Background: an optimization exercise with open tools, aiming at small area, a short achievable clock period and few clock cycles per item. Do not read the settings as production practice.
Where RTL was checked, it was by simulation tests only, not by an equivalence proof against the original.
For runs 7 and 8, only the layout was checked, not whether the RTL still works.
No activity file was given, so power comes from the tool's default toggle rates.

==> design.v <==
module dd_cell (
        input  logic [3:0] s,
        output logic       c,
        output logic [2:0] m
    );
	assign c    = s[3] | (s[2] & (s[1] | s[0]));
	assign m[2] = (s[2] & ~s[1] & ~s[0]) | (s[3] & s[0]);
	assign m[1] = (s[1] & (~s[2] | s[0])) | (s[3] & ~s[0]);
	assign m[0] = (~s[3] & ~s[2] & s[0]) | (s[2] & s[1] & ~s[0]) | (s[3] & ~s[0]);
endmodule
module acc_bit (
        input  logic a,       
        input  logic st,      
        input  logic hold,    
        input  logic busy,    
        output logic d
    );
	assign d = (a & hold) | (st & busy);
endmodule
module unsigned_to_bcd (
        input  logic clk,
        input  logic reset,           
        input  logic trigger,         
        input  logic [31:0] in,       
        output logic idle,            
        output logic [31:0] bcd       
    );
	localparam int K  = 4;                  
	localparam int L  = 4;                  
	localparam int NS = (32 - L) / K;       
	localparam int CW = 3;                  
	logic [31:0]   acc;
	logic [K-1:0]  chunk;
	logic [CW-1:0] cnt;
	logic          idle_q;
	assign idle = idle_q;
	assign bcd  = acc;
	logic go, hold, busy;
	assign go   = trigger & idle_q;
	assign hold = idle_q & ~trigger;
	assign busy = ~idle_q;
	logic [3:0] s  [0:K][0:7];
	logic       cy [0:K-1][0:7];
	logic [2:0] mm [0:K-1][0:7];
	for (genvar d = 0; d < 8; d++) begin : g_in
		assign s[0][d] = acc[4*d +: 4];
	end
	for (genvar j = 0; j < K; j++) begin : g_step
		for (genvar d = 0; d < 8; d++) begin : g_dig
			dd_cell u_cell (.s(s[j][d]), .c(cy[j][d]), .m(mm[j][d]));
			if (d == 0) begin : g_lsd
				assign s[j+1][d] = {mm[j][d], chunk[K-1-j]};
			end else begin : g_msd
				assign s[j+1][d] = {mm[j][d], cy[j][d-1]};
			end
		end
	end
	logic [31:0] st;
	for (genvar d = 0; d < 8; d++) begin : g_st
		assign st[4*d +: 4] = s[K][d];
	end
	logic       ld_c;
	logic [2:0] ld_m;
	dd_cell u_load (.s({1'b0, in[31:29]}), .c(ld_c), .m(ld_m));
	logic [7:0] ld;
	assign ld = {3'b000, ld_c, ld_m, in[28]};
	logic [31:0] acc_d;
	for (genvar b = 0; b < 32; b++) begin : g_acc
		logic t;
		acc_bit u_bit (.a(acc[b]), .st(st[b]), .hold(hold), .busy(busy), .d(t));
		if (b < 8) begin : g_ld
			assign acc_d[b] = t | (go & ld[b]);
		end else begin : g_nold
			assign acc_d[b] = t;
		end
	end
	logic [K-1:0] chunk_sel;
	always_comb begin
		chunk_sel = in[K-1:0];
		for (int j = 0; j < NS; j++)
			if (cnt == CW'(j)) chunk_sel = in[31 - L - K*j -: K];
	end
	always_ff @(posedge clk) begin
		acc   <= acc_d;
		chunk <= chunk_sel;
		if (reset) begin
			idle_q <= 1'b1;
			cnt    <= '0;
		end else begin
			if (go)
				idle_q <= 1'b0;
			else if (busy && cnt == CW'(NS))
				idle_q <= 1'b1;
			if (go || busy)
				cnt <= (cnt == CW'(NS)) ? '0 : cnt + CW'(1);
		end
	end
endmodule
==> flow/run.sh <==
#!/bin/bash
# Standard ORFS layout, with plain buffers (instead of the default delay
# buffers) on the input and output ports.
export BUFFER_PORTS_ARGS="-buffer_cell sky130_fd_sc_hd__buf_2"
bash standard.sh > standard.log 2>&1
==> standard.sh <==
#!/bin/bash
# synth_recipe.tcl (not shown) runs the flow's synth.tcl, then flattens the netlist and writes it again
# the make line also repeats each setting of config.mk as NAME=value (left out here)
make -C /OpenROAD-flow-scripts/flow DESIGN_CONFIG=/design/flow/config.mk WORK_HOME=/design/flow/orfs CLKGATE_MAP_FILE= SYNTH_SCRIPT=/design/flow/synth_recipe.tcl "${@:-finish}"
==> config.mk <==
export PLATFORM = sky130hd
export DESIGN_NAME = unsigned_to_bcd
export DESIGN_NICKNAME = unsigned_to_bcd
export VERILOG_FILES = /design/flow/design.v
export SDC_FILE = /design/flow/constraint.sdc
export NUM_CORES = 4
export LEC_CHECK = 0
export ABC_AREA = 1
export CAP_MARGIN = 20
export CORE_MARGIN = 2
export CORE_UTILIZATION = 40
export SLEW_MARGIN = 20
export SYNTH_HIERARCHICAL = 1
export SYNTH_MINIMUM_KEEP_SIZE = 0
==> constraint.sdc <==
create_clock -name core_clock -period 5.0 [get_ports {clk}]
set_input_delay 1.0000 -clock core_clock [delete_from_list [all_inputs] [get_ports {clk}]]
set_output_delay 1.0000 -clock core_clock [all_outputs]
set_load 0.01 [all_outputs]
==> summary.txt, run 1 <==
CP dominant cell by count inv_1; Net Sw Power 1.934 mW; Crit path max-delay family simple AND/OR/NAND/NOR gates; slowest library cell on the worst path nor2_4; share of layout cells above drive strength 1 0.1947; # resized after CTS 0; internal power 1.455 mW; kind of critical path reg2reg; CTS Sinks 40; RSZ-0062 raised after global routing false; Hold Crit Start acc[29]$_DFF_P_; Placed Area 4225 um^2; largest net degree at the start of global routing 38; Power Total 3.389 mW; gr busiest metal met2; first-pass GRT wire length 15.92 mm; status finished clean; die span in y 100.7 um; commonest non-fill, non-tap cell in the layout nand2_1; Final WS setup 2.763 ns; # fillers 1005; Clock power frac 0.082; placer congestion estimate 0.8231; fin crit share 0.4474; initial antenna violation count 0; Setup Skew 0.007882 ns; CTS tree yes; largest stage delay on the critical path 0.81 ns; Least-Margin Pin Slew 1.004 ns; HP Class reg2reg; num ports 68; combinational group share of total power 0.739; vias in the first global route 3786; gr ovfl total 0; fmax 447.1 MHz; H-tree Lvls 2; Syn Inst Count 713; standard-cell rows 35; fin crit period 2.237 ns; wirelength, routed 9.332 mm; via count 4433; post-route non-filler standard cell count 902; Setup crit start idle_q$_SDFFE_PP1P_; antenna cells 0; Total Routing Usage GR 0.1865; root buf cell clkbuf_8; Hold Vio Cnt, Final 0; Critical Path AT 2.45 ns; Place WS 2.695 ns; met2 GRT Util 0.3215; Placed Cells 894; Final nets 831; CP endpoint kind flip-flop; Max Cap Viol 0; Worst Setup Start Kind flip-flop; CP required 5.21 ns; Die X-Extent 100.7 um; final core occ 0.4749; Flop pwr share 0.179; Post-Syn Area 3740 um^2; setup TNS 0 ns; worst vdd ir 0.3645 mV; Starting Density 0.4086; cell leakage power 2.409 nW; Slew Limit Fails 0; M1 GR Usage 0.2466; PortBufs 67; Cell Chain, Critical Path inv_1 > nor2_4 > inv_1 > a211oi_1; final count of negative-setup-slack endpoints 0; Clock Pin Slew Worst Setup and Hold Paths 0.08 ns; worst hold margin 0.5098 ns; CP Buf/Inv Count 2; leading cell types in the layout, fill and taps excluded nand2_1 (336), nand3_1 (73), buf_2 (67); die area 10140 um^2; synthesis-to-finish area growth 16.23%; drt initial violations 129; DP Wirelength 7.556 mm; WL/cell 10.35 um; CTS Buffer Depth 2; Num CTS Buffers 5; Max-slew headroom 0.3303; core area 9153 um^2; Remaining DRCs 0; R2R Path Start idle_q$_SDFFE_PP1P_; Routed Antenna Nets 0; buffer count from post-CTS setup fixing 0; via/cell ratio 4.915; cts hold-fix bufs 0; DR pass1 iterations 4; met3 usage 0.02705; Synth Warn # 11; switching power share of the total 0.5707; finished layout cell area 4347 um^2; worst-skew pair later-pin latency 0.29 ns; Post-Syn Area per Cell 5.245 um^2; Pwr Density 779.7 nW/um^2; worst-path maximum fanout 37
[final timing paths]
| check | to | slack [ns] | cells after the start |
|---|---|---|---|
| max | cnt[2]$_SDFFE_PP0P_ | 2.76 | 4 |
| min | acc[29]$_DFF_P_ | 0.51 | 2 |
| max reg2reg | cnt[2]$_SDFFE_PP0P_ | 2.76 | 4 |
| min reg2reg | acc[29]$_DFF_P_ | 0.51 | 2 |
[routing by layer]
metal  vias up  part of all wire
li1       2382                 -
met1      1974              0.48
met2        70              0.48
met3         7             0.036
met4         0            0.0061
met5         -                 0
[state kept, by name (all words and copies together), names as in the netlist]
register,count
acc,32
chunk,4
cnt,3
idle_q,1
[cell type report]
cell class              instances  area, um^2  area share
inverters                      87       329.1     0.07571
well taps                     111       138.9     0.03195
repair buffers                 67       335.3     0.07714
flip-flops and latches         40       800.8      0.1842
multi-input cells             589        2621      0.6031
clock buffers                   6       82.58     0.01900
clock inverters                 2       38.79    0.008923
[power groups by stage]
stage	Clock (mW)	Combinational [mW]	Sequential, mW
finish	0.277	2.51	0.606
global route	0.299	2.93	0.632
CTS	0.286	2.51	0.608
detailed placement	0	2.50	0.613
global placement	0	2.41	0.607
floorplan	0	1.98	0.612
[worst min-delay path: stages (launching register included)]
cell	delay (ns)
dfxtp_1	0.35
nand2_1	0.07
nand2_1	0.05
Testbench counts, summed over its fixed seeds: cycles 128,008, items 16,000.
==> run 2: changes to the inputs <==
--- a/config.mk
+++ b/config.mk
@@ -10,4 +10,5 @@
 export CORE_MARGIN = 2
 export CORE_UTILIZATION = 40
+export SETUP_SLACK_MARGIN = 2.7
 export SLEW_MARGIN = 20
 export SYNTH_HIERARCHICAL = 1
==> summary.txt, run 2 <==
Max-slew headroom 0.2854 (was 0.3303); DR pass1 iterations 5 (was 4); RSZ-0062 raised after global routing false (unchanged); synthesis-to-finish area growth 16.63% (was 16.23%); fin crit share 0.4194 (was 0.4474); Die X-Extent 100.7 um (unchanged); worst-path maximum fanout 35 (was 37); cell leakage power 2.415 nW (was 2.409 nW); fmax 476.8 MHz (was 447.1 MHz); placer congestion estimate 0.8231 (unchanged); CP required 5.24 ns (was 5.21 ns); WL/cell 10.49 um (was 10.35 um); Remaining DRCs 0 (unchanged); slowest library cell on the worst path nor2_2 (was nor2_4); largest net degree at the start of global routing 38 (unchanged); standard-cell rows 35 (unchanged); CTS Sinks 40 (unchanged); Crit path max-delay family simple AND/OR/NAND/NOR gates (unchanged); HP Class reg2reg (unchanged); root buf cell clkbuf_8 (unchanged); Power Total 3.401 mW (was 3.389 mW); status finished clean (unchanged); wirelength, routed 9.468 mm (was 9.332 mm); setup slack, reg-to-reg 2.90 ns (was 2.76 ns); CTS Buffer Depth 2 (unchanged); CTS tree yes (unchanged); gr ovfl total 0 (unchanged); first-pass GRT wire length 15.92 mm (unchanged); setup TNS 0 ns (unchanged); final count of negative-setup-slack endpoints 0 (unchanged); switching power share of the total 0.5716 (was 0.5707); Syn Inst Count 713 (unchanged); Synth Warn # 11 (unchanged); buffer count from post-CTS setup fixing 0 (unchanged); Max Cap Viol 0 (unchanged); CP Buf/Inv Count 1 (was 2); FF-to-FF End acc[26]$_DFF_P_ (was cnt[2]$_SDFFE_PP0P_); core area 9153 um^2 (unchanged); CP endpoint kind flip-flop (unchanged); Clock power frac 0.082 (about the same); Routed Antenna Nets 0 (unchanged); commonest non-fill, non-tap cell in the layout nand2_1 (unchanged); initial antenna violation count 0 (unchanged); die area 10140 um^2 (unchanged); Clock Pin Slew Worst Setup and Hold Paths 0.08 ns (about the same); Hold Vio Cnt, Final 0 (unchanged); die span in y 100.7 um (unchanged); cts hold-fix bufs 0 (unchanged); share of layout cells above drive strength 1 0.1995 (was 0.1947); Num CTS Buffers 5 (unchanged); Slew Limit Fails 0 (unchanged); Pwr Density 779.8 nW/um^2 (was 779.7 nW/um^2); worst-skew pair later-pin latency 0.29 ns (about the same); Hold EP acc[29]$_DFF_P_ (unchanged); via count 4417 (was 4433); Setup Skew 0.01037 ns (was 0.007882 ns); hold path depth 2 (unchanged); vias in the first global route 3786 (unchanged); Worst Setup Start Kind flip-flop (unchanged); Total Routing Usage GR 0.1865 (unchanged); worst vdd ir 0.3639 mV (was 0.3645 mV); antenna cells 0 (unchanged); drt initial violations 163 (was 129); Post-Syn Area 3740 um^2 (unchanged); Least-Margin Pin Slew 1.071 ns (was 1.004 ns); internal power 1.457 mW (was 1.455 mW); worst hold margin 0.5101 ns (was 0.5098 ns); Flop pwr share 0.179 (about the same); Starting Density 0.4086 (unchanged); biggest regs acc (32), chunk (4), cnt (3) (unchanged); num ports 68 (unchanged); worst r2r path cells 4 (unchanged); CP dominant cell by count nand2_1 (was inv_1); largest stage delay on the critical path 0.85 ns (was 0.81 ns); Cell Chain, Critical Path inv_1 > nor2_2 > nand2_1 > nand2_1 (was inv_1 > nor2_4 > inv_1 > a211oi_1); combinational group share of total power 0.739 (about the same); # fillers 1006 (was 1005); R2R Path Start idle_q$_SDFFE_PP1P_ (unchanged); leading cell types in the layout, fill and taps excluded nand2_1 (336), nand3_1 (73), buf_2 (67) (unchanged); Final nets 832 (was 831); DP Wirelength 7.556 mm (unchanged); Net Sw Power 1.944 mW (was 1.934 mW); H-tree Lvls 2 (unchanged); Hold Crit Start acc[29]$_DFF_P_ (unchanged); fin crit period 2.097 ns (was 2.237 ns); PortBufs 67 (unchanged); via/cell ratio 4.891 (was 4.915); Top reg by flops acc (unchanged); Critical Path AT 2.33 ns (was 2.45 ns); max reg flops 32 (unchanged); Post-Syn Area per Cell 5.245 um^2 (unchanged); kind of critical path reg2reg (unchanged)
[run 2: layout make-up]
| cell class | instances | area, um^2 | share of cell area |
|---|---|---|---|
| clock buffer | 6 | 82.58 | 0.01893 |
| clock inverter | 2 | 38.79 | 0.008893 |
| sequential | 40 | 802.0 | 0.1839 |
| tap | 111 | 138.9 | 0.03184 |
| inverter | 87 | 329.1 | 0.07544 |
| timing repair buffer | 67 | 335.3 | 0.07688 |
| multi-input combinational | 590 | 2635 | 0.6041 |
[run 2: how the worst max path moves through the flow]
stage / start / endpoint / depth (start not counted)
3_3_place_gp: trigger / cnt[2]$_SDFFE_PP0P_ / 4
5_1_grt: acc[0]$_DFF_P_ / acc[4]$_DFF_P_ / 14
4_1_cts: idle_q$_SDFFE_PP1P_ / cnt[2]$_SDFFE_PP0P_ / 4
2_1_floorplan: acc[0]$_DFF_P_ / acc[4]$_DFF_P_ / 14
3_5_place_dp: trigger / cnt[2]$_SDFFE_PP0P_ / 4
6_report: idle_q$_SDFFE_PP1P_ / acc[26]$_DFF_P_ / 4
[run 2: repair_timing]
item | 4_1_cts | 5_1_grt
gates resized for setup | 0 | 3
hold endpoints to repair | 0 | 0
setup endpoints to repair | 0 | 16
[run 2: metrics by stage]
| stage | instance area [um^2] | std cells | utilization | worst slack, ns |
|---|---|---|---|---|
| final | 4362 | 903 | 0.4766 | 2.903 |
| after global routing | 4362 | 903 | 0.4766 | 2.719 |
| after CTS | 4347 | 902 | 0.4749 | 2.744 |
| after detailed placement | 4225 | 894 | 0.4617 | 2.695 |
| after global placement | 4225 | 894 | 0.4617 | 2.733 |
| after floorplan | 3751 | 716 | - | 3.159 |
[run 2: power groups by stage]
stage / combinational [mW] / clock, mW / sequential, mW
2_1_floorplan: 1.98 / 0 / 0.612
3_3_place_gp: 2.41 / 0 / 0.607
3_5_place_dp: 2.50 / 0 / 0.613
4_1_cts: 2.51 / 0.286 / 0.608
5_1_grt: 2.93 / 0.299 / 0.634
6_report: 2.51 / 0.280 / 0.608
[run 2: tightest hold or removal path, delay by kind of cell (launching register included)]
family	cells	cell delay (ns)
DFF	1	0.35
and+or+nand+nor	2	0.12
[run 2: per-layer routing]
metal / global-route usage / routed length, um
met1: 0.2466 / 4563
met2: 0.3215 / 4482
met3: 0.02705 / 365
met4: 0.04004 / 57
met5: 0 / 0
==> run 3: changes to the inputs <==
--- a/config.mk
+++ b/config.mk
@@ -10,5 +10,5 @@
 export CORE_MARGIN = 2
 export CORE_UTILIZATION = 40
-export SETUP_SLACK_MARGIN = 2.7
+export SETUP_SLACK_MARGIN = 2.9
 export SLEW_MARGIN = 20
 export SYNTH_HIERARCHICAL = 1
==> summary.txt, run 3 <==
largest stage delay on the critical path 0.52 ns (was 0.85 ns); gr ovfl total 0 (unchanged); Worst Setup Start Kind flip-flop (unchanged); CP required 4.00 ns (was 5.24 ns); status finished clean (unchanged); Cell Chain, Critical Path buf_2 (was inv_1 > nor2_2 > nand2_1 > nand2_1); via count 4482 (was 4417); Die X-Extent 100.7 um (unchanged); RSZ-0062 raised after global routing true (was false); CTS Buffer Depth 2 (unchanged); Total Routing Usage GR 0.1891 (was 0.1865); switching power share of the total 0.5701 (was 0.5716); internal power 1.497 mW (was 1.457 mW); Placed Area 4225 um^2 (unchanged); worst-skew pair later-pin latency 0.29 ns (about the same); slowest library cell on the worst path dfxtp_1 (was nor2_2); final core occ 0.4902 (was 0.4766); fin crit share 0.4058 (was 0.4194); Place WS 2.695 ns (unchanged); leading cell types in the layout, fill and taps excluded nand2_1 (336), nand3_1 (72), buf_2 (67) (was nand2_1 (336), nand3_1 (73), buf_2 (67)); DP Wirelength 7.556 mm (unchanged); worst-path maximum fanout 8 (was 35); Hold Vio Cnt, Final 0 (unchanged); placer congestion estimate 0.8231 (unchanged); final count of negative-setup-slack endpoints 0 (unchanged); post-route non-filler standard cell count 907 (was 903); Final nets 836 (was 832); CP endpoint kind output pin (was flip-flop); kind of critical path reg2out (was reg2reg); die span in y 100.7 um (unchanged); CTS Sinks 40 (unchanged); root buf cell clkbuf_8 (unchanged); Setup Skew 0.007102 ns (was 0.01037 ns); setup slack, reg-to-reg 3.10 ns (was 2.90 ns); worst hold margin 0.4952 ns (was 0.5101 ns); antenna cells 0 (unchanged); Post-Syn Area 3740 um^2 (unchanged); Net Sw Power 1.985 mW (was 1.944 mW); Least-Margin Pin Slew 0.6469 ns (was 1.071 ns); Clock power frac 0.080 (was 0.082); via/cell ratio 4.942 (was 4.891); Routed Antenna Nets 0 (unchanged); die area 10140 um^2 (unchanged); initial antenna violation count 0 (unchanged); Max Cap Viol 0 (unchanged); Synth Warn # 11 (unchanged); share of layout cells above drive strength 1 0.2450 (was 0.1995); synthesis-to-finish area growth 19.97% (was 16.63%); core area 9153 um^2 (unchanged); Post-Syn Area per Cell 5.245 um^2 (unchanged); HP Class reg2reg (unchanged); Placed Cells 894 (unchanged); Pwr Density 776.2 nW/um^2 (was 779.8 nW/um^2); drt initial violations 131 (was 163); finished layout cell area 4487 um^2 (was 4362 um^2); first-pass GRT wire length 16.11 mm (was 15.92 mm); worst r2r path cells 13 (was 4); Starting Density 0.4086 (unchanged); largest net degree at the start of global routing 36 (was 38); Max-slew headroom 0.5663 (was 0.2854); biggest regs acc (32), chunk (4), cnt (3) (unchanged); Num CTS Buffers 5 (unchanged); vias in the first global route 3812 (was 3786); num ports 68 (unchanged); FF-to-FF End acc[17]$_DFF_P_ (was acc[26]$_DFF_P_); Flop pwr share 0.180 (was 0.179); Hold Crit Start acc[27]$_DFF_P_ (was acc[29]$_DFF_P_); Power Total 3.483 mW (was 3.401 mW); standard-cell rows 35 (unchanged); Remaining DRCs 0 (unchanged); fin crit period 2.029 ns (was 2.097 ns); # fillers 994 (was 1006); worst vdd ir 0.3649 mV (was 0.3639 mV); Clock Pin Slew Worst Setup and Hold Paths 0.08 ns (about the same); Crit path max-delay family flip-flops (was simple AND/OR/NAND/NOR gates); setup TNS 0 ns (unchanged); wirelength, routed 9.693 mm (was 9.468 mm); fmax 492.8 MHz (was 476.8 MHz); Top reg by flops acc (unchanged); combinational group share of total power 0.740 (was 0.739); CP Buf/Inv Count 1 (unchanged); hold path depth 2 (unchanged); max reg flops 32 (unchanged); Hold EP acc[27]$_DFF_P_ (was acc[29]$_DFF_P_); Final WS setup 2.971 ns (was 2.903 ns); PortBufs 67 (unchanged); H-tree Lvls 2 (unchanged); Slew Limit Fails 0 (unchanged); CTS tree yes (unchanged); Syn Inst Count 713 (unchanged); WL/cell 10.69 um (was 10.49 um); commonest non-fill, non-tap cell in the layout nand2_1 (unchanged); DR pass1 iterations 4 (was 5); Critical Path AT 1.03 ns (was 2.33 ns); R2R Path Start acc[12]$_DFF_P_ (was idle_q$_SDFFE_PP1P_); cell leakage power 2.459 nW (was 2.415 nW)
[run 3: cell types whose count changed in the layout (fill, tap and decap cells not counted), sizes merged]
cell      previous run  this run
buf                 67        70
inv                 87        86
clkinvlp             0         2
[run 3: worst max-delay path by stage]
stage                   startpoint             endpoint  depth (start not counted)
2_1_floorplan       acc[0]$_DFF_P_       acc[4]$_DFF_P_                         14
3_3_place_gp               trigger  cnt[2]$_SDFFE_PP0P_                          4
3_5_place_dp               trigger  cnt[2]$_SDFFE_PP0P_                          4
4_1_cts        idle_q$_SDFFE_PP1P_      acc[31]$_DFF_P_                          4
5_1_grt            acc[23]$_DFF_P_      acc[25]$_DFF_P_                         13
6_report       idle_q$_SDFFE_PP1P_                 idle                          1
[run 3: cell type report]
class,instances,area (um^2),area share
multi-input combinational,590,2690,0.5996
sequential,40,828.3,0.1846
timing repair buffer,70,370.4,0.08254
inverter,87,332.8,0.07418
tap,111,138.9,0.03095
clock buffer,6,82.58,0.01840
clock inverter,2,38.79,0.008645
timing repair inverter,1,5.005,0.001115
[run 3: repair_timing]
| action | CTS | global route |
|---|---|---|
| gates resized for setup | 1 | 41 |
| endpoints found under the setup margin | 9 | 36 |
| pin swaps | 1 | 1 |
| setup buffers | 0 | 3 |
| cloned | 1 | 1 |
| hold buffers | 0 | 0 |
[run 3: layer usage]
| metal | vias up | wire length [um] | track usage |
|---|---|---|---|
| met4 | 0 | 92 | 0.04426 |
| met2 | 57 | 4636 | 0.3246 |
| li1 | 2401 | - | - |
| met3 | 10 | 337 | 0.02705 |
| met5 | - | 0 | 0 |
| met1 | 2014 | 4627 | 0.2500 |
[run 3: power groups by stage]
stage	registers (mW)	logic [mW]	clock network, mW
2_1_floorplan	0.612	1.98	0
3_3_place_gp	0.607	2.41	0
3_5_place_dp	0.613	2.50	0
4_1_cts	0.608	2.51	0.286
5_1_grt	0.652	3.00	0.299
6_report	0.626	2.58	0.278
==> run 4: changes to the inputs <==
--- a/config.mk
+++ b/config.mk
@@ -10,5 +10,5 @@
 export CORE_MARGIN = 2
 export CORE_UTILIZATION = 40
-export SETUP_SLACK_MARGIN = 2.9
+export SETUP_SLACK_MARGIN = 3.1
 export SLEW_MARGIN = 20
 export SYNTH_HIERARCHICAL = 1
==> summary.txt, run 4 <==
DP Wirelength 7.556 mm (unchanged); Slew Limit Fails 0 (unchanged); final count of negative-setup-slack endpoints 0 (unchanged); Net Sw Power 2.150 mW (was 1.985 mW); share of layout cells above drive strength 1 0.3166 (was 0.2450); drt initial violations 144 (was 131); via count 4529 (was 4482); CTS Buffer Depth 2 (unchanged); setup TNS 0 ns (unchanged); gr ovfl total 0 (unchanged); combinational group share of total power 0.755 (was 0.740); antenna cells 0 (unchanged); Synth Warn # 11 (unchanged); worst vdd ir 0.3780 mV (was 0.3649 mV); Syn Inst Count 713 (unchanged); Clock Pin Slew Worst Setup and Hold Paths 0.08 ns (about the same); CP Buf/Inv Count 1 (unchanged); H-tree Lvls 2 (unchanged); Worst Setup Start Kind flip-flop (unchanged); Setup Skew 0.006705 ns (was 0.007102 ns); die span in y 100.7 um (unchanged); fmax 535.6 MHz (was 492.8 MHz); Post-Syn Area 3740 um^2 (unchanged); CP required 4.00 ns (about the same); kind of critical path reg2out (unchanged); Crit path max-delay family flip-flops (unchanged); HP Class reg2reg (unchanged); placer congestion estimate 0.8231 (unchanged); RSZ-0062 raised after global routing true (unchanged); # fillers 958 (was 994); WL/cell 10.91 um (was 10.69 um); initial antenna violation count 0 (unchanged); max reg flops 32 (unchanged); largest net degree at the start of global routing 36 (unchanged); Post-Syn Area per Cell 5.245 um^2 (unchanged); Top reg by flops acc (unchanged); Final nets 839 (was 836); first-pass GRT wire length 16.29 mm (was 16.11 mm); biggest regs acc (32), chunk (4), cnt (3) (unchanged); Die X-Extent 100.7 um (unchanged); Register Area 872.1 um^2 (was 828.3 um^2); Starting Density 0.4086 (unchanged); multi-input logic area 2947 um^2 (was 2690 um^2); status finished clean (unchanged); fin crit share 0.3734 (was 0.4058); CTS tree yes (unchanged); via/cell ratio 4.977 (was 4.942); leading cell types in the layout, fill and taps excluded nand2_1 (317), buf_2 (67), nand3_1 (61) (was nand2_1 (336), nand3_1 (72), buf_2 (67)); Placed Area 4225 um^2 (unchanged); num ports 68 (unchanged); Cell Chain, Critical Path buf_2 (unchanged); internal power 1.650 mW (was 1.497 mW); CTS Sinks 40 (unchanged); switching power share of the total 0.5657 (was 0.5701); CP endpoint kind output pin (unchanged); core area 9153 um^2 (unchanged); commonest non-fill, non-tap cell in the layout nand2_1 (unchanged); DR pass1 iterations 4 (unchanged); Pwr Density 788.6 nW/um^2 (was 776.2 nW/um^2); Routed Antenna Nets 0 (unchanged); Total Routing Usage GR 0.1913 (was 0.1891); worst-skew pair later-pin latency 0.29 ns (about the same); vias in the first global route 3868 (was 3812); Flop pwr share 0.172 (was 0.180); Clock power frac 0.073 (was 0.080); fin crit period 1.867 ns (was 2.029 ns); worst-path maximum fanout 6 (was 8); finished layout cell area 4818 um^2 (was 4487 um^2); largest stage delay on the critical path 0.42 ns (was 0.52 ns); Num CTS Buffers 5 (unchanged); Max Cap Viol 0 (unchanged); PortBufs 67 (unchanged); cts hold-fix bufs 0 (unchanged); wirelength, routed 9.924 mm (was 9.693 mm); die area 10140 um^2 (unchanged); synthesis-to-finish area growth 28.84% (was 19.97%); slowest library cell on the worst path dfxtp_2 (was dfxtp_1); cell leakage power 2.595 nW (was 2.459 nW); Critical Path AT 0.87 ns (was 1.03 ns); Remaining DRCs 0 (unchanged); Hold Vio Cnt, Final 0 (unchanged); root buf cell clkbuf_8 (unchanged); standard-cell rows 35 (unchanged)
-- run 4: path summary, 6_finish.rpt --
check	startpoint	to	slack, ns	cells past startpoint
worst min register to register	acc[29]$_DFF_P_	acc[29]$_DFF_P_	0.48	2
worst min-delay path	acc[29]$_DFF_P_	acc[29]$_DFF_P_	0.48	2
worst max register to register	acc[17]$_DFF_P_	acc[24]$_DFF_P_	3.23	12
worst max-delay path	acc[25]$_DFF_P_	bcd[25]	3.13	1
-- run 4: area by class of cell --
| cell class | instances | share of cell area |
|---|---|---|
| Clock buffer | 6 | 0.01714 |
| Clock inverter | 2 | 0.008050 |
| Inverter | 87 | 0.06881 |
| Multi-Input combinational cell | 590 | 0.6115 |
| Sequential cell | 40 | 0.1810 |
| Tap cell | 111 | 0.02882 |
| Timing Repair Buffer | 74 | 0.08465 |
-- run 4: timing repair --
item / 4_1_cts / 5_1_grt
gates cloned: 1 / 0
resized for setup: 30 / 110
pin swaps: 1 / 16
buffers inserted: 2 / 4
setup endpoints to repair: 59 / 43
-- run 4: through the flow --
stage	hold slack (ns)	util	cells	setup slack, ns	total power, mW
floorplan	0.4803	-	716	3.159	2.596
global placement	0.5007	0.4617	894	2.733	3.016
detailed placement	0.5026	0.4617	894	2.695	3.112
CTS	0.4946	0.4828	905	3.100	3.441
global route	0.5110	0.5265	910	3.046	4.275
finish	0.4847	0.5265	910	3.133	3.800
-- run 4: worst register-to-register path, cell delays in order, from the launching register on --
cell,delay [ns]
dfxtp_4,0.38
o21ai_0,0.16
nand2_1,0.15
inv_2,0.11
nand2_2,0.07
nand2_1,0.07
nand2_1,0.13
nand3_1,0.12
nand3_1,0.15
o21ai_1,0.17
nand2_1,0.06
nand2_1,0.07
nand2_1,0.04
-- run 4: power by group through the flow --
stage                     Clock, mW  Combinational, mW  Sequential [mW]
after CTS                     0.286               2.53            0.624
after global routing          0.300               3.29            0.681
after global placement            0               2.41            0.607
after detailed placement          0               2.50            0.613
after floorplan                   0               1.98            0.612
final                         0.277               2.87            0.655
-- run 4: per-layer routing --
metal | share of wire | up-vias | routed length (um) | track usage
met3 | 0.030 | 11 | 297 | 0.02705
met5 | 0 | - | 0 | 0
li1 | - | 2417 | - | -
met1 | 0.46 | 2048 | 4588 | 0.2500
met4 | 0.0096 | 0 | 95 | 0.04426
met2 | 0.50 | 53 | 4941 | 0.3323
==> run 5: changes to the inputs <==
==> flow/run.sh (replaced) <==
#!/bin/bash
# Standard ORFS layout with two changes to how the layout is made:
#  - plain buffers (buf_2) instead of the default delay buffers on the ports;
#  - an area-oriented ABC mapping script (flow/abc_area.script) for synthesis.
# Each tool's output goes to standard.log in this folder.
set -e
rm -rf scripts_mod
cp -r "$FLOW_HOME/scripts" scripts_mod
cp flow/abc_area.script scripts_mod/abc_area.script
export SCRIPTS_DIR="$PWD/scripts_mod"
export BUFFER_PORTS_ARGS="-buffer_cell sky130_fd_sc_hd__buf_2"
bash standard.sh > standard.log 2>&1
==> flow/abc_area.script (new file) <==
strash
&get -n
&dch -f
&nf -R 1000
&put
--- a/config.mk
+++ b/config.mk
@@ -10,5 +10,5 @@
 export CORE_MARGIN = 2
 export CORE_UTILIZATION = 40
-export SETUP_SLACK_MARGIN = 3.1
+export SETUP_SLACK_MARGIN = 2.9
 export SLEW_MARGIN = 20
 export SYNTH_HIERARCHICAL = 1
==> summary.txt, run 5 <==
Worst Setup Start Kind flip-flop (unchanged); Remaining DRCs 0 (unchanged); Final WS setup 2.882 ns (was 3.133 ns); vias in the first global route 3386 (was 3868); setup TNS 0 ns (unchanged); final count of negative-setup-slack endpoints 0 (unchanged); RSZ-0062 raised after global routing true (unchanged); Hold Crit Start chunk[0]$_DFF_P_ (was acc[29]$_DFF_P_); Crit path max-delay family compound AO/OA/AOI/OAI gates (was flip-flops); CP Buf/Inv Count 3 (was 1); placer congestion estimate 0.8448 (was 0.8231); Setup crit start acc[0]$_DFF_P_ (was acc[25]$_DFF_P_); R2R Path Start acc[0]$_DFF_P_ (was acc[17]$_DFF_P_); synthesis-to-finish area growth 36.83% (was 28.84%); via/cell ratio 5.140 (was 4.977); Cell Chain, Critical Path nand2b_4 > o211ai_1 > buf_4 > nand2_4 > nand2_4 > nor2_2 > nand2_1 > o211ai_1 > buf_4 > buf_6 > nand2_2 > nand2_1 > a22o_1 > a21o_1 (was buf_2); Post-Syn Area per Cell 6.415 um^2 (was 5.245 um^2); leading cell types in the layout, fill and taps excluded nand2_1 (136), nand2b_1 (72), buf_2 (67) (was nand2_1 (317), buf_2 (67), nand3_1 (61)); cts hold-fix bufs 0 (unchanged); Starting Density 0.4164 (was 0.4086); largest net degree at the start of global routing 35 (was 36); HP Class reg2reg (unchanged); fin crit share 0.4236 (was 0.3734); Slew Limit Fails 0 (unchanged); Hold Vio Cnt, Final 0 (unchanged); slowest library cell on the worst path dfxtp_4 (was dfxtp_2); crit path to acc[2]$_DFF_P_ (was bcd[25]); DR pass1 iterations 4 (unchanged); initial antenna violation count 0 (unchanged); CTS tree yes (unchanged); DP Wirelength 6.383 mm (was 7.556 mm); CTS Buffer Depth 2 (unchanged); num ports 68 (unchanged); core area 8258 um^2 (was 9153 um^2); worst-skew pair later-pin latency 0.29 ns (about the same); drt initial violations 114 (was 144); worst vdd ir 0.3583 mV (was 0.3780 mV); Synth Warn # 11 (unchanged); Final nets 695 (was 839); gr ovfl total 0 (unchanged); Die X-Extent 96.72 um (was 100.7 um); Pwr Density 698.9 nW/um^2 (was 788.6 nW/um^2); setup slack, reg-to-reg 2.88 ns (was 3.23 ns); PortBufs 67 (unchanged); Max-slew headroom 0.3692; H-tree Lvls 2 (unchanged); FF-to-FF End acc[2]$_DFF_P_ (was acc[24]$_DFF_P_); Place WS 2.660 ns (was 2.695 ns); standard-cell rows 33 (was 35); Critical Path AT 2.31 ns (was 0.87 ns); Clock Pin Slew Worst Setup and Hold Paths 0.08 ns (about the same); via count 3901 (was 4529); status finished clean (unchanged); WL/cell 11.78 um (was 10.91 um); Setup Skew 0.009156 ns (was 0.006705 ns); worst-path maximum fanout 6 (unchanged); die area 9354 um^2 (was 10140 um^2); Routed Antenna Nets 0 (unchanged); CTS Sinks 40 (unchanged); Total Routing Usage GR 0.1721 (was 0.1913); worst r2r path cells 14 (was 12); CP required 5.19 ns (was 4.00 ns); Max Cap Viol 0 (unchanged); Top reg by flops acc (unchanged); Syn Inst Count 536 (was 713); antenna cells 0 (unchanged); kind of critical path reg2reg (was reg2out); commonest non-fill, non-tap cell in the layout nand2_1 (unchanged); first-pass GRT wire length 14.02 mm (was 16.29 mm); Worst path depth 14 (was 1); max reg flops 32 (unchanged); cell leakage power 2.139 nW (was 2.595 nW); final core occ 0.5697 (was 0.5265); largest stage delay on the critical path 0.36 ns (was 0.42 ns); Least-Margin Pin Slew 0.9403 ns; die span in y 96.72 um (was 100.7 um); root buf cell clkbuf_8 (unchanged); Post-Syn Area 3438 um^2 (was 3740 um^2); CP endpoint kind flip-flop (was output pin); share of layout cells above drive strength 1 0.3333 (was 0.3166); biggest regs acc (32), chunk (4), cnt (3) (unchanged); fmax 472.1 MHz (was 535.6 MHz); wirelength, routed 8.942 mm (was 9.924 mm); fin crit period 2.118 ns (was 1.867 ns); Num CTS Buffers 5 (unchanged)
==> run 5: cell count changes in the layout (fill, tap and decap cells not counted), moves of 32 or more <==
| cell | previous run | this run |
|---|---|---|
| a22o_1 | 0 | 32 |
| buf_4 | 6 | 39 |
| inv_1 | 52 | 0 |
| nand2_1 | 317 | 136 |
| nand2_2 | 46 | 9 |
| nand2b_1 | 0 | 72 |
| nand3_1 | 61 | 5 |
| o211ai_1 | 0 | 43 |
==> run 5: cell type report <==
class | count | area, um^2
Fill cell | 808 | 3553
Multi-Input combinational cell | 461 | 2834
Sequential cell | 40 | 862.1
Timing Repair Buffer | 108 | 650.6
Inverter | 38 | 145.1
Tap cell | 105 | 131.4
Clock buffer | 5 | 68.82
Clock inverter | 2 | 12.51
==> run 5: per-stage QoR <==
stage	power, mW	cells	instance area (um^2)	hold slack, ns
CTS	2.721	736	4223	0.5260
global placement	2.225	711	3918	0.4938
finish	3.288	759	4705	0.5217
floorplan	1.914	539	3451	0.4727
global route	3.612	759	4705	0.5518
detailed placement	2.289	711	3918	0.5055
==> run 5: timing repair <==
action	4_1_cts	5_1_grt
setup endpoints to repair	31	36
pin swaps	28	45
endpoints found under the hold margin	0	0
resized for setup	48	118
setup buffers	18	23
==> run 5: worst register-to-register path, stage by stage, from the launching register on <==
cell and delay (ns):
dfxtp_4 0.36, nand2b_4 0.16, o211ai_1 0.29, buf_4 0.20, nand2_4 0.05, nand2_4 0.07
nor2_2 0.04, nand2_1 0.07, o211ai_1 0.08, buf_4 0.16, buf_6 0.11, nand2_2 0.04
nand2_1 0.05, a22o_1 0.19, a21o_1 0.15
==> run 5: how the worst min path moves through the flow <==
stage	endpoint	slack, ns	depth (start not counted)
after floorplan	cnt[1]$_SDFFE_PP0P_	0.47	2
after global placement	acc[0]$_DFF_P_	0.49	2
after detailed placement	acc[0]$_DFF_P_	0.51	2
after CTS	acc[0]$_DFF_P_	0.53	2
after global routing	acc[8]$_DFF_P_	0.55	1
final	acc[0]$_DFF_P_	0.52	2
==> run 5: power by group <==
group | switching (mW) | total (mW) | internal (mW) | leakage, nW
Combinational | 1.31 | 2.51 | 1.20 | 1.75
Clock | 0.110 | 0.204 | 0.0944 | 0.0400
Sequential | 0.136 | 0.572 | 0.436 | 0.345
Total | 1.56 | 3.29 | 1.73 | 2.14
==> run 5: per-layer routing <==
layer,track usage,up-vias,part of all wire
li1,-,2073,-
met1,0.2059,1784,0.45
met2,0.3232,34,0.52
met3,0.02457,10,0.020
met4,0.03900,0,0.012
met5,0,-,0
==> run 6: changes to the inputs <==
--- a/config.mk
+++ b/config.mk
@@ -12,4 +12,2 @@
 export SETUP_SLACK_MARGIN = 2.9
 export SLEW_MARGIN = 20
-export SYNTH_HIERARCHICAL = 1
-export SYNTH_MINIMUM_KEEP_SIZE = 0
==> summary.txt, run 6 <==
status finished clean (unchanged); Least-Margin Pin Slew 1.003 ns (was 0.9403 ns); Synth Warn # 5 (was 11); Post-Syn Area per Cell 6.620 um^2 (was 6.415 um^2); cts hold-fix bufs 0 (unchanged); initial antenna violation count 0 (unchanged); Worst Setup Start Kind flip-flop (unchanged); WL/cell 14.70 um (was 11.78 um); Max-slew headroom 0.3282 (was 0.3692); met3 usage 0.02766 (was 0.02457); # fillers 824 (was 808); M1 GR Usage 0.2417 (was 0.2059); Starting Density 0.4112 (was 0.4164); fin crit period 2.233 ns (was 2.118 ns); H-tree Lvls 2 (unchanged); slowest library cell on the worst path dfxtp_4 (unchanged); CP required 5.21 ns (was 5.19 ns); largest net degree at the start of global routing 40 (was 35); CP endpoint kind flip-flop (unchanged); final count of negative-setup-slack endpoints 0 (unchanged); top_reg_cell synth dfxtp_1; placer congestion estimate 0.8607 (was 0.8448); HP Class reg2reg (unchanged); leading cell types in the layout, fill and taps excluded buf_2 (67), nand2_1 (60), buf_4 (47) (was nand2_1 (136), nand2b_1 (72), buf_2 (67)); Top reg by flops acc (unchanged); Die X-Extent 98.45 um (was 96.72 um); PortBufs 67 (unchanged); Area contributors post-synth dfxtp_1 (22%), a21oi_1 (9.8%), o21ai_0 (7.3%); Setup Skew 0.004408 ns (was 0.009156 ns); share of layout cells above drive strength 1 0.4858 (was 0.3333); Post-synth top cells a21oi_1 (70), nand2_1 (65), nor2_1 (65); first-pass GRT wire length 15.53 mm (was 14.02 mm); Total Routing Usage GR 0.1870 (was 0.1721); die span in y 98.45 um (was 96.72 um); root buf cell clkbuf_8 (unchanged); Pwr Density 854.3 nW/um^2 (was 698.9 nW/um^2); via/cell ratio 5.534 (was 5.140); setup TNS 0 ns (unchanged); Clock Pin Slew Worst Setup and Hold Paths 0.08 ns (about the same); Crit path max-delay family simple AND/OR/NAND/NOR gates (was compound AO/OA/AOI/OAI gates); vias in the first global route 3531 (was 3386); worst-skew pair later-pin latency 0.29 ns (about the same); Slew Limit Fails 0 (unchanged); Post-Syn Area 3568 um^2 (was 3438 um^2); Post-synth ARST share 0; antenna cells 0 (unchanged); Num CTS Buffers 5 (unchanged); core area 8678 um^2 (was 8258 um^2); EDFF count, synth 0; Final WS setup 2.767 ns (was 2.882 ns); CTS Sinks 40 (unchanged); met2 GRT Util 0.3333 (was 0.3232); fmax 447.8 MHz (was 472.1 MHz); gr busiest metal met2 (unchanged); Final nets 672 (was 695); kind of critical path reg2reg (unchanged); RSZ-0062 raised after global routing true (unchanged); post-synth top area cell dfxtp_1; worst-path maximum fanout 8 (was 6); commonest non-fill, non-tap cell in the layout buf_2 (was nand2_1); cell leakage power 2.182 nW (was 2.139 nW); Syn Inst Count 539 (was 536); CTS Buffer Depth 2 (unchanged); gr ovfl total 0 (unchanged); synthesis-to-finish area growth 45.58% (was 36.83%); top-count cell post-synth a21oi_1; largest stage delay on the critical path 0.39 ns (was 0.36 ns); fin crit share 0.4467 (was 0.4236); Critical Path AT 2.45 ns (was 2.31 ns); Remaining DRCs 0 (unchanged); Cell Chain, Critical Path nor2_2 > o21ba_4 > nor2b_1 > nor2b_2 > a211oi_2 > buf_4 > buf_4 > a22oi_2 > nand2_1 > o22ai_1 > nor2_1 > o21ai_0 (was nand2b_4 > o211ai_1 > buf_4 > nand2_4 > nand2_4 > nor2_2 > nand2_1 > o211ai_1 > buf_4 > buf_6 > nand2_2 > nand2_1 > a22o_1 > a21o_1); Power Total 4.438 mW (was 3.288 mW); drt initial violations 158 (was 114); CP dominant cell by count buf_4; Max Cap Viol 0 (unchanged); flops & latches, synth 40; num ports 68 (unchanged); CP Buf/Inv Count 2 (was 3); biggest regs acc (32), chunk (4), cnt (3) (unchanged); standard-cell rows 34 (was 33); post-synthesis sequential area ratio 0.2244; Placed Cells 683 (was 711); Synth cell types 36; DP Wirelength 6.641 mm (was 6.383 mm); Routed Antenna Nets 0 (unchanged); via count 4095 (was 3901); CTS tree yes (unchanged); Place WS 2.575 ns (was 2.660 ns); worst vdd ir 0.3975 mV (was 0.3583 mV); die area 9692 um^2 (was 9354 um^2); post-route non-filler standard cell count 740 (was 759); top cell type's share of synthesized area 0.2244; DR pass1 iterations 6 (was 4); max reg flops 32 (unchanged); wirelength, routed 10.88 mm (was 8.942 mm); Hold Vio Cnt, Final 0 (unchanged)
[run 6: cells by family after synthesis]
kind of cell | synth area share
muxes | 0.01122
and+or+nand+nor | 0.3001
adders and majority gates | 0.02104
AOI/OAI and AO/OA | 0.3506
buffers and inverters | 0.09257
DFF | 0.2244
[run 6: worst paths after layout]
kind | start | endpoint | slack, ns | depth (start not counted)
worst min register to register | acc[25]$_DFF_P_ | acc[25]$_DFF_P_ | 0.49 | 2
worst max-delay path | acc[16]$_DFF_P_ | acc[21]$_DFF_P_ | 2.77 | 12
worst min-delay path | acc[25]$_DFF_P_ | acc[25]$_DFF_P_ | 0.49 | 2
worst max register to register | acc[16]$_DFF_P_ | acc[21]$_DFF_P_ | 2.77 | 12
[run 6: layout make-up]
class / instances / area, um^2 / area share
repair buffers: 116 / 733.2 / 0.1411
inverters: 24 / 90.09 / 0.01734
well taps: 108 / 135.1 / 0.02601
clock buffers: 6 / 72.57 / 0.01397
clock inverters: 2 / 35.03 / 0.006744
flip-flops and latches: 40 / 869.6 / 0.1674
multi-input cells: 444 / 3259 / 0.6274
[run 6: where the power goes]
part | leakage [nW] | switching, mW | internal, mW | total [mW]
clock network | 0.0552 | 0.120 | 0.148 | 0.268
logic | 1.78 | 1.89 | 1.63 | 3.52
registers | 0.345 | 0.188 | 0.461 | 0.648
[run 6: per-stage QoR]
stage | util | hold WS (ns) | cell area [um^2]
3_5_place_dp | 0.4436 | 0.4945 | 3850
5_1_grt | 0.5986 | 0.5185 | 5195
4_1_cts | 0.4967 | 0.4908 | 4310
3_3_place_gp | 0.4436 | 0.4932 | 3850
6_report | 0.5986 | 0.4936 | 5195
2_1_floorplan | - | 0.4692 | 3612
[run 6: what timing repair did]
action | CTS | global route
buffers inserted | 18 | 29
pin swaps | 15 | 48
setup endpoints to repair | 32 | 39
cloned | 0 | 2
gates resized for setup | 82 | 181
[run 6: worst min-delay path: stages, from the launching register on]
cell     delay [ns]
dfxtp_2        0.36
nand2_1        0.06
o21ai_1        0.05
[run 6: layer usage]
layer | wire [um] | share of wire
met2 | 5599 | 0.51
met3 | 293 | 0.027
met1 | 4939 | 0.45
met5 | 0 | 0
met4 | 46 | 0.0042
==> run 7: changes to the inputs <==
--- a/design.v
+++ b/design.v
@@ -26,8 +26,8 @@
         output logic [31:0] bcd       
     );
-	localparam int K  = 4;                  
-	localparam int L  = 4;                  
+	localparam int K  = 3;                  
+	localparam int L  = 5;                  
 	localparam int NS = (32 - L) / K;       
-	localparam int CW = 3;                  
+	localparam int CW = 4;                  
 	logic [31:0]   acc;
 	logic [K-1:0]  chunk;
@@ -60,9 +60,18 @@
 		assign st[4*d +: 4] = s[K][d];
 	end
-	logic       ld_c;
-	logic [2:0] ld_m;
-	dd_cell u_load (.s({1'b0, in[31:29]}), .c(ld_c), .m(ld_m));
+	logic [3:0] ld_s [3:L];
+	logic       ld_c [3:L-1];
+	logic [2:0] ld_m [3:L-1];
+	assign ld_s[3] = {1'b0, in[31:29]};
+	for (genvar j = 3; j < L; j++) begin : g_ld
+		dd_cell u_load (.s(ld_s[j]), .c(ld_c[j]), .m(ld_m[j]));
+		assign ld_s[j+1] = {ld_m[j], in[31-j]};
+	end
 	logic [7:0] ld;
-	assign ld = {3'b000, ld_c, ld_m, in[28]};
+	always_comb begin
+		ld = {4'b0000, ld_s[L]};
+		for (int j = 3; j < L; j++)
+			ld[4 + L - 1 - j] = ld_c[j];
+	end
 	logic [31:0] acc_d;
 	for (genvar b = 0; b < 32; b++) begin : g_acc
==> flow/run.sh (replaced) <==
#!/bin/bash
# Standard ORFS layout, with plain buffers (instead of the default delay
# buffers) on the input and output ports.
export BUFFER_PORTS_ARGS="-buffer_cell sky130_fd_sc_hd__buf_2"
bash standard.sh > standard.log 2>&1
--- a/config.mk
+++ b/config.mk
@@ -10,4 +10,5 @@
 export CORE_MARGIN = 2
 export CORE_UTILIZATION = 40
-export SETUP_SLACK_MARGIN = 2.9
 export SLEW_MARGIN = 20
+export SYNTH_HIERARCHICAL = 1
+export SYNTH_MINIMUM_KEEP_SIZE = 0
removed: flow/abc_area.script
==> summary.txt, run 7 <==
share of layout cells above drive strength 1 0.2153 (was 0.4858); leading cell types in the layout, fill and taps excluded nand2_1 (292), nand3_1 (71), buf_2 (67) (was buf_2 (67), nand2_1 (60), buf_4 (47)); Final nets 726 (was 672); buffer count from post-CTS setup fixing 0 (was 18); num ports 68 (unchanged); antenna cells 0 (unchanged); largest net degree at the start of global routing 35 (was 40); Net Sw Power 1.329 mW (was 2.202 mW); post-route non-filler standard cell count 794 (was 740); final core occ 0.4949 (was 0.5986); Remaining DRCs 0 (unchanged); Post-Syn Area 3263 um^2 (was 3568 um^2); CP endpoint kind flip-flop (unchanged); RSZ-0062 raised after global routing false (was true); Place WS 2.599 ns (was 2.575 ns); Starting Density 0.4179 (was 0.4112); Synth Warn # 15 (was 5); CP required 5.25 ns (was 5.21 ns); root buf cell clkbuf_8 (unchanged); switching power share of the total 0.5335 (was 0.4961); kind of critical path reg2reg (unchanged); Max-slew headroom 0.5410 (was 0.3282); CTS tree yes (unchanged); Post-Syn Area per Cell 5.323 um^2 (was 6.620 um^2); Num CTS Buffers 5 (unchanged); Total Routing Usage GR 0.1836 (was 0.1870); CP dominant cell by count nand2_1 (was buf_4); synthesis-to-finish area growth 18.41% (was 45.58%); internal power 1.162 mW (was 2.236 mW); Max Cap Viol 0 (unchanged); largest stage delay on the critical path 0.64 ns (was 0.39 ns); core area 7807 um^2 (was 8678 um^2); DR pass1 iterations 4 (was 6); fin crit period 2.135 ns (was 2.233 ns); wirelength, routed 7.709 mm (was 10.88 mm); Flop pwr share 0.242 (was 0.146); cts hold-fix bufs 0 (unchanged); die span in y 94.32 um (was 98.45 um); max reg flops 32 (unchanged); initial antenna violation count 0 (unchanged); Setup Skew 0.008819 ns (was 0.004408 ns); slowest library cell on the worst path nor2_2 (was dfxtp_4); worst-skew pair later-pin latency 0.30 ns (was 0.29 ns); fin crit share 0.4271 (was 0.4467); Final WS setup 2.865 ns (was 2.767 ns); combinational group share of total power 0.647 (was 0.793); HP Class reg2reg (unchanged); placer congestion estimate 0.8151 (was 0.8607); Syn Inst Count 613 (was 539); cell leakage power 2.082 nW (was 2.182 nW); Power Total 2.491 mW (was 4.438 mW); Routed Antenna Nets 0 (unchanged); Pwr Density 644.7 nW/um^2 (was 854.3 nW/um^2); commonest non-fill, non-tap cell in the layout nand2_1 (was buf_2); # resized after CTS 0 (was 82); CTS Buffer Depth 2 (unchanged); first-pass GRT wire length 13.77 mm (was 15.53 mm); die area 8896 um^2 (was 9692 um^2); Top reg by flops acc (unchanged); Worst Setup Start Kind flip-flop (unchanged); vias in the first global route 3384 (was 3531); DP Wirelength 6.058 mm (was 6.641 mm); biggest regs acc (32), cnt (4), chunk (3) (was acc (32), chunk (4), cnt (3)); setup TNS 0 ns (unchanged); Clock Pin Slew Worst Setup and Hold Paths 0.09 ns (was 0.08 ns); WL/cell 9.709 um (was 14.70 um); via/cell ratio 4.790 (was 5.534); Die X-Extent 94.32 um (was 98.45 um); drt initial violations 142 (was 158); gr ovfl total 0 (unchanged); CTS Sinks 40 (unchanged); Least-Margin Pin Slew 0.6878 ns (was 1.003 ns); setup slack, reg-to-reg 2.86 ns (was 2.77 ns); Slew Limit Fails 0 (unchanged); worst-path maximum fanout 21 (was 8); status finished clean (unchanged); fmax 468.3 MHz (was 447.8 MHz); H-tree Lvls 2 (unchanged); final count of negative-setup-slack endpoints 0 (unchanged); Hold Vio Cnt, Final 0 (unchanged); # fillers 836 (was 824); Placed Cells 785 (was 683); worst vdd ir 0.2519 mV (was 0.3975 mV); via count 3803 (was 4095); standard-cell rows 32 (was 34); Critical Path AT 2.39 ns (was 2.45 ns); Clock power frac 0.111 (was 0.060); Cell Chain, Critical Path inv_1 > nor2_2 > buf_4 > nand2_1 > nand2_1 > a31o_2 (was nor2_2 > o21ba_4 > nor2b_1 > nor2b_2 > a211oi_2 > buf_4 > buf_4 > a22oi_2 > nand2_1 > o22ai_1 > nor2_1 > o21ai_0); PortBufs 67 (unchanged)
[run 7: power groups by stage]
stage / registers, mW / clock network (mW) / logic [mW]
3_5_place_dp: 0.610 / 0 / 1.61
5_1_grt: 0.630 / 0.291 / 1.89
3_3_place_gp: 0.606 / 0 / 1.58
2_1_floorplan: 0.622 / 0 / 1.22
4_1_cts: 0.603 / 0.282 / 1.62
6_report: 0.603 / 0.275 / 1.61
[run 7: critical path, delay by kind of cell (launching register included)]
family | cells | cell delay, ns
flip-flops | 1 | 0.49
AND/OR/NAND/NOR | 3 | 0.79
AO/OA/AOI/OAI | 1 | 0.09
buffers and inverters | 2 | 0.71
[run 7: cell type report]
class                           instances  area (um^2)  area share
Clock buffer                            5        68.82     0.01781
Clock inverter                          3        46.29     0.01198
Timing Repair Buffer                   69        357.8     0.09262
Multi-Input combinational cell        503         2192      0.5674
Inverter                               72        270.3     0.06995
Sequential cell                        40        800.8      0.2073
Tap cell                              102        127.6     0.03303
[run 7: final timing paths]
kind | startpoint | end | cells after the start
worst max-delay path | idle_q$_SDFFE_PP1P_ | acc[2]$_DFF_P_ | 6
worst min-delay path | acc[31]$_DFF_P_ | acc[31]$_DFF_P_ | 2
worst min register to register | acc[31]$_DFF_P_ | acc[31]$_DFF_P_ | 2
worst max register to register | idle_q$_SDFFE_PP1P_ | acc[2]$_DFF_P_ | 6
[run 7: through the flow]
step / hold WS (ns) / cell area (um^2)
4_1_cts: 0.5121 / 3849
2_1_floorplan: 0.4803 / 3274
3_3_place_gp: 0.4933 / 3734
3_5_place_dp: 0.4945 / 3734
5_1_grt: 0.5488 / 3864
6_report: 0.5129 / 3864
[run 7: layer usage]
metal / track usage / vias up / share of wire
li1: - / 2081 / -
met1: 0.2284 / 1653 / 0.49
met2: 0.3357 / 63 / 0.47
met3: 0.02970 / 6 / 0.037
met4: 0.03382 / 0 / 0.0065
met5: 0 / - / 0
==> run 8: changes to the inputs <==
--- a/config.mk
+++ b/config.mk
@@ -10,4 +10,5 @@
 export CORE_MARGIN = 2
 export CORE_UTILIZATION = 40
+export SETUP_SLACK_MARGIN = 3.0
 export SLEW_MARGIN = 20
 export SYNTH_HIERARCHICAL = 1
==> summary.txt, run 8 <==
Die X-Extent 94.32 um (unchanged); Setup Skew 0.006762 ns (was 0.008819 ns); final count of negative-setup-slack endpoints 0 (unchanged); via count 3898 (was 3803); RSZ-0062 raised after global routing false (unchanged); Remaining DRCs 0 (unchanged); Hold EP acc[31]$_DFF_P_ (unchanged); worst r2r path cells 12 (was 6); leading cell types in the layout, fill and taps excluded nand2_1 (292), nand3_1 (71), buf_2 (67) (unchanged); die area 8896 um^2 (unchanged); Cell Chain, Critical Path buf_2 (was inv_1 > nor2_2 > buf_4 > nand2_1 > nand2_1 > a31o_2); fmax 519.2 MHz (was 468.3 MHz); placer congestion estimate 0.7929 (was 0.8151); CP required 4.00 ns (was 5.25 ns); Routed Antenna Nets 0 (unchanged); vias in the first global route 3437 (was 3384); cts hold-fix bufs 0 (unchanged); gr ovfl total 0 (unchanged); drt initial violations 162 (was 142); worst vdd ir 0.2469 mV (was 0.2519 mV); core area 7807 um^2 (unchanged); synthesis-to-finish area growth 19.90% (was 18.41%); cell leakage power 2.106 nW (was 2.082 nW); via/cell ratio 4.891 (was 4.790); hold path depth 2 (unchanged); root buf cell clkbuf_8 (unchanged); fin crit share 0.3852 (was 0.4271); DP Wirelength 6.020 mm (was 6.058 mm); Critical Path AT 0.93 ns (was 2.39 ns); Top reg by flops acc (unchanged); Post-Syn Area per Cell 5.323 um^2 (unchanged); worst-skew pair later-pin latency 0.29 ns (was 0.30 ns); PortBufs 67 (unchanged); HP Class reg2reg (unchanged); Pwr Density 642.1 nW/um^2 (was 644.7 nW/um^2); CTS tree yes (unchanged); H-tree Lvls 2 (unchanged); Placed Cells 784 (was 785); Synth Warn # 15 (unchanged); CP endpoint kind output pin (was flip-flop); die span in y 94.32 um (unchanged); first-pass GRT wire length 13.90 mm (was 13.77 mm); CTS Sinks 40 (unchanged); Starting Density 0.4179 (unchanged); standard-cell rows 32 (unchanged); num ports 68 (unchanged); CTS Buffer Depth 2 (unchanged); status finished clean (unchanged); WL/cell 9.885 um (was 9.709 um); worst hold margin 0.5125 ns (was 0.5129 ns); Final nets 729 (was 726); largest net degree at the start of global routing 36 (was 35); max reg flops 32 (unchanged); Total Routing Usage GR 0.1862 (was 0.1836); slowest library cell on the worst path dfxtp_1 (was nor2_2); setup TNS 0 ns (unchanged); setup slack, reg-to-reg 3.26 ns (was 2.86 ns); post-route non-filler standard cell count 797 (was 794); CP Buf/Inv Count 1 (was 2); Max-slew headroom 0.5900 (was 0.5410); kind of critical path reg2out (was reg2reg); R2R Path Start acc[0]$_DFF_P_ (was idle_q$_SDFFE_PP1P_); largest stage delay on the critical path 0.46 ns (was 0.64 ns); Max Cap Viol 0 (unchanged); share of layout cells above drive strength 1 0.2216 (was 0.2153); biggest regs acc (32), cnt (4), chunk (3) (unchanged); worst-path maximum fanout 6 (was 21); FF-to-FF End acc[1]$_DFF_P_ (was acc[2]$_DFF_P_); Hold Crit Start acc[31]$_DFF_P_ (unchanged); wirelength, routed 7.878 mm (was 7.709 mm); Slew Limit Fails 0 (unchanged); Clock Pin Slew Worst Setup and Hold Paths 0.08 ns (was 0.09 ns); Post-Syn Area 3263 um^2 (unchanged); Crit path max-delay family flip-flops (was simple AND/OR/NAND/NOR gates); initial antenna violation count 0 (unchanged); Power Total 2.512 mW (was 2.491 mW); Hold Vio Cnt, Final 0 (unchanged); commonest non-fill, non-tap cell in the layout nand2_1 (unchanged); antenna cells 0 (unchanged); Num CTS Buffers 5 (unchanged); Syn Inst Count 613 (unchanged); Least-Margin Pin Slew 0.6141 ns (was 0.6878 ns); Worst Setup Start Kind flip-flop (unchanged); fin crit period 1.926 ns (was 2.135 ns); DR pass1 iterations 5 (was 4)
==> run 8: area by class of cell <==
| cell class | instances | area, um^2 |
|---|---|---|
| Timing Repair Buffer | 71 | 377.9 |
| Clock inverter | 1 | 30.03 |
| Fill cell | 834 | 3895 |
| Inverter | 72 | 270.3 |
| Multi-Input combinational cell | 504 | 2208 |
| Clock buffer | 7 | 96.34 |
| Tap cell | 102 | 127.6 |
| Sequential cell | 40 | 802.0 |
==> run 8: where the power goes <==
group | internal (mW) | switching [mW] | total (mW)
clock | 0.176 | 0.112 | 0.288
sequential | 0.436 | 0.165 | 0.601
combinational | 0.578 | 1.04 | 1.62
total | 1.19 | 1.32 | 2.51
==> run 8: how the worst max path moves through the flow <==
stage | from | slack [ns] | endpoint | cells after the start
final | acc[24]$_DFF_P_ | 3.07 | bcd[24] | 1
after global routing | acc[8]$_DFF_P_ | 3.00 | bcd[8] | 1
after CTS | idle_q$_SDFFE_PP1P_ | 3.03 | acc[0]$_DFF_P_ | 6
after detailed placement | trigger | 2.55 | cnt[3]$_SDFFE_PP0P_ | 7
after global placement | trigger | 2.62 | cnt[3]$_SDFFE_PP0P_ | 7
after floorplan | trigger | 3.08 | cnt[3]$_SDFFE_PP0P_ | 6
==> run 8: repair_timing <==
| action | in CTS | in global routing |
|---|---|---|
| setup endpoints to repair | 37 | 1 |
| buffers inserted | 4 | 0 |
| gates cloned | 1 | 0 |
| resized for setup | 1 | 1 |
| pin swaps | 1 | 0 |
==> run 8: metrics by stage <==
stage / utilization / setup WS (ns) / area (um^2)
3_5_place_dp: 0.4779 / 2.547 / 3731
2_1_floorplan: - / 3.078 / 3279
3_3_place_gp: 0.4779 / 2.619 / 3731
6_report: 0.5011 / 3.074 / 3913
4_1_cts: 0.5010 / 3.026 / 3911
5_1_grt: 0.5011 / 3.000 / 3913
==> run 8: routing by layer <==
metal  wire, um  GRT usage  vias up  share of wire
met5          0          0        -              0
met3        320    0.03772        7          0.041
met1       3668     0.2255     1713           0.47
met2       3835     0.3429       83           0.49
met4         53    0.03261        0         0.0067
li1           -          -     2095              -

afterwards: timing with drivers on the ports:
How much do the figures lean on ideal ports? The routed layouts below were timed once more, with nothing changed but the port constraints. Step 1 (the two cells are an assumption about what drives the block):
set clk [get_ports {clk}]
set_driving_cell -lib_cell sky130_fd_sc_hd__clkbuf_16 $clk
set_driving_cell -lib_cell sky130_fd_sc_hd__buf_2 [delete_from_list [all_inputs] $clk]
Step 2, shift: input delay + t, output delay - t, t = (earliest + latest rising clock arrival at the registers) / 2. This alone moves slack from input paths to output paths. Slacks: no drivers / after step 1 / after step 2; pairs: no drivers / after step 1.
run	shift t [ns]	slack for setup (ns)	clock arrival spread, ns
run 1	0.316	2.763 / 2.763 / 2.699	0.008 / 0.008
run 2	0.318	2.903 / 2.903 / 2.888	0.010 / 0.010
run 3	0.317	2.971 / 2.941 / 3.095	0.007 / 0.007
run 4	0.318	3.133 / 3.103 / 3.166	0.006 / 0.007
run 5	0.315	2.882 / 2.882 / 2.882	0.009 / 0.009
run 6	0.315	2.767 / 2.767 / 2.724	0.004 / 0.005
run 7	0.322	2.865 / 2.865 / 2.608	0.009 / 0.009
run 8	0.314	3.074 / 3.048 / 2.943	0.007 / 0.007
After both steps setup and hold are still met in every run listed. For run 7, which loses most, drivers alone change the setup slack by 0.000 ns; drivers and shift together by -0.257 ns.
